Background: an optimization exercise with open tools, aiming at a short achievable clock period and few clock cycles. Do not read the settings as production practice.
Function was checked by simulation only, so behaviour that the tests miss may differ from the original.
Power is estimated from default activity; no workload was simulated.

Setup of rev 12:
Design reuleaux, start of the top module:
module reuleaux(input logic clk, input logic rst_n, input logic [2:0] colour,
                input logic [7:0] centre_x, input logic [6:0] centre_y, input logic [7:0] diameter,
                input logic start, output logic done,
                output logic [7:0] vga_x, output logic [6:0] vga_y,
                output logic [2:0] vga_colour, output logic vga_plot);
clock: 18.0 ns
lec_check: 0
abc_clock_period_in_ps: 4000
cap_margin: 20
core_margin: 2
core_utilization: 40
slew_margin: 20
standard.sh (not shown) runs the stock make flow with config.mk's settings and CLKGATE_MAP_FILE= SYNTH_SCRIPT=/design/flow/synth_recipe.tcl, a recipe that flattens the netlist after the stock synthesis.
==> flow/flow/run.sh <==
#!/bin/bash
set -euo pipefail
MARGIN=$(cat flow/margin.txt 2>/dev/null || echo 13.5)
bash standard.sh SETUP_SLACK_MARGIN=$MARGIN PRE_DETAIL_PLACE_TCL=$(pwd)/flow/outflops.tcl finish > flow_make.log 2>&1
==> flow/flow/margin.txt <==
13.5
==> flow/flow/outflops.tcl <==
# Before detailed placement: move the flip-flop that drives each output port's
# buffer next to that buffer, so the flop's output wire is short. Detailed
# placement then legalizes the moved cells.
set block [ord::get_db_block]
set moved 0
foreach bterm [$block getBTerms] {
  if {[$bterm getIoType] != "OUTPUT"} { continue }
  set net [$bterm getNet]
  if {$net == "NULL"} { continue }
  set buf ""
  foreach it [$net getITerms] { if {[$it isOutputSignal]} { set buf [$it getInst] } }
  if {$buf == ""} { continue }
  set in_net ""
  foreach it [$buf getITerms] { if {[$it isInputSignal]} { set in_net [$it getNet] } }
  if {$in_net == "" || $in_net == "NULL"} { continue }
  set ff ""
  set nload 0
  foreach it [$in_net getITerms] {
    if {[$it isOutputSignal]} { set ff [$it getInst] } else { incr nload }
  }
  if {$ff == "" || $nload != 1} { continue }
  if {![[$ff getMaster] isSequential]} { continue }
  set loc [$buf getLocation]
  $ff setLocation [lindex $loc 0] [lindex $loc 1]
  incr moved
}
puts "outflops: moved $moved flip-flops next to their output buffers"
Testbench counts of rev 12, summed over its fixed seeds: cycles 24,845.
[inputs] rev 13 vs rev 12
--- a/flow/design.v
+++ b/flow/design.v
@@ -1,35 +1,35 @@
 module reuleaux(input logic clk, input logic rst_n, input logic [2:0] colour,
                 input logic [7:0] centre_x, input logic [6:0] centre_y, input logic [7:0] diameter,
                 input logic start, output logic done,
                 output logic [7:0] vga_x, output logic [6:0] vga_y,
                 output logic [2:0] vga_colour, output logic vga_plot);
-     localparam int F = 2;    
+     localparam int F = 8;    
      logic [7:0] p_cx, p_d;
      logic [6:0] p_cy;
      logic [7:0] b_x1, b_x2, b_x3, b_y1;
      logic [7:0] ox, oy;
      logic signed [10:0] crit, c_a, c_b;
      logic stepping;
      logic act_r, first_r, eq_r;    
      logic more_r;                  
      logic [2:0][3:0][7:0] cx_r;
      logic [1:0][3:0][7:0] cy_r;
      logic clearing, ld, busy;
      logic [7:0] clr_x;
      logic [6:0] clr_y;
      logic [23:0] h_m;
      logic [7:0]  h_ox, h_oy;
      logic [23:0] f_m  [F];
      logic [7:0]  f_ox [F];
      logic [7:0]  f_oy [F];
-     logic [0:0]  f_rd, f_wr;
+     logic [2:0]  f_rd, f_wr;
      logic [3:0]  f_n;
      logic [7:0] n_x1, n_x2;
      logic [6:0] n_y1;
      always_comb begin
           n_x1 = p_cx + 8'((9'(p_d) + 9'd1) >> 1);
           n_x2 = p_cx - (p_d >> 1);
           n_y1 = p_cy + 7'(p_d * 7'd74);
      end
      logic act, adv, push, dec;
      logic [23:0] vis, m_step;
@@ -227,40 +227,36 @@
                busy_n <= 1'b1;
           end else if (!busy_n && start) begin
                done <= 1'b0;
                busy_n <= 1'b1;
           end else if (fin) begin
                done <= 1'b1;
                busy_n <= 1'b0;
           end
      end
      always_ff @(posedge clk) begin
-          if (!rst_n || !rst_q)
+          if (!rst_q) begin
                vga_plot <= 1'b0;
-          else
-               vga_plot <= clearing || (live ? (ms != 24'd0) : (h_m != 24'd0));
-     end
-     always_ff @(posedge clk) begin
-          if (!rst_q) begin
                clearing <= 1'b1;
                clr_x <= 8'd0;
                clr_y <= 7'd0;
                ld <= 1'b0;
                busy <= 1'b0;
                stepping <= 1'b0;
                f_n <= 4'd0;
-               f_rd <= 1'd0;
-               f_wr <= 1'd0;
+               f_rd <= 3'd0;
+               f_wr <= 3'd0;
           end else begin
+               vga_plot <= clearing || (live ? (ms != 24'd0) : (h_m != 24'd0));
                f_n <= f_n + 4'(push && !byp) - 4'(pop);
-               if (push && !byp) f_wr <= f_wr + 1'd1;
-               if (pop) f_rd <= f_rd + 1'd1;
+               if (push && !byp) f_wr <= f_wr + 3'd1;
+               if (pop) f_rd <= f_rd + 3'd1;
                if (clearing) begin
                     if (clr_y == 7'd119) begin
                          clr_y <= 7'd0;
                          clr_x <= clr_x + 8'd1;
                          if (clr_x == 8'd159) begin
                               clearing <= 1'b0;
                               ld <= 1'b1;
                               busy <= 1'b1;
                          end
                     end else begin
### Flow results
The combinational power share of rev 13 exceeds that of rev 12 by 29 points.
Vertical die dimension (rev 13 vs. rev 12) increases by more than 10%
Going from rev 12 to rev 13, the cell-internal power was found to have gone up by 1.5 mW.
Cell count after synthesis, rev 13 and rev 12: lower on rev 12
In the metrics for rev 13 and rev 12, the one carrying the lower relative slew slack is rev 12.
Between rev 13 and rev 12, the count of clock buffers in the final design is lower for rev 12.
Of rev 13 and rev 12, the higher total routed wirelength belongs to rev 13.
The run showing the smaller first-pass detailed-route iteration total is rev 12.
Testbench counts of rev 13, summed over its fixed seeds: cycles 24,845.

-- afterwards: timing with drivers on the ports --
The results above use ideal ports. As a check the final layouts listed here were re-extracted and re-timed, cells and wires unchanged.
Step 1 sets driving cells, clkbuf_16 on the clock port and buf_2 on the other inputs (assumed; they add their load-dependent delay and slew).
Step 2, shift: input delay + t, output delay - t, t = (earliest + latest rising clock arrival at the registers) / 2. This alone moves slack from input paths to output paths.
Three values: ideal ports, drivers, drivers and shift; two values: the first two.
| run | shift t [ns] | slack for setup (ns) | worst register clock-pin slew, ns | cell pins on the clock port's net |
|---|---|---|---|---|
| rev 12 | 0.728 | 13.279 / 13.211 / 13.247 | 0.07 / 0.07 | 1 |
| rev 13 | 0.778 | 13.245 / 13.163 / 13.331 | 0.07 / 0.07 | 1 |
After both steps every run listed still meets setup and hold. For rev 12, which loses most, drivers alone change the setup slack by -0.068 ns; drivers and shift together by -0.032 ns.
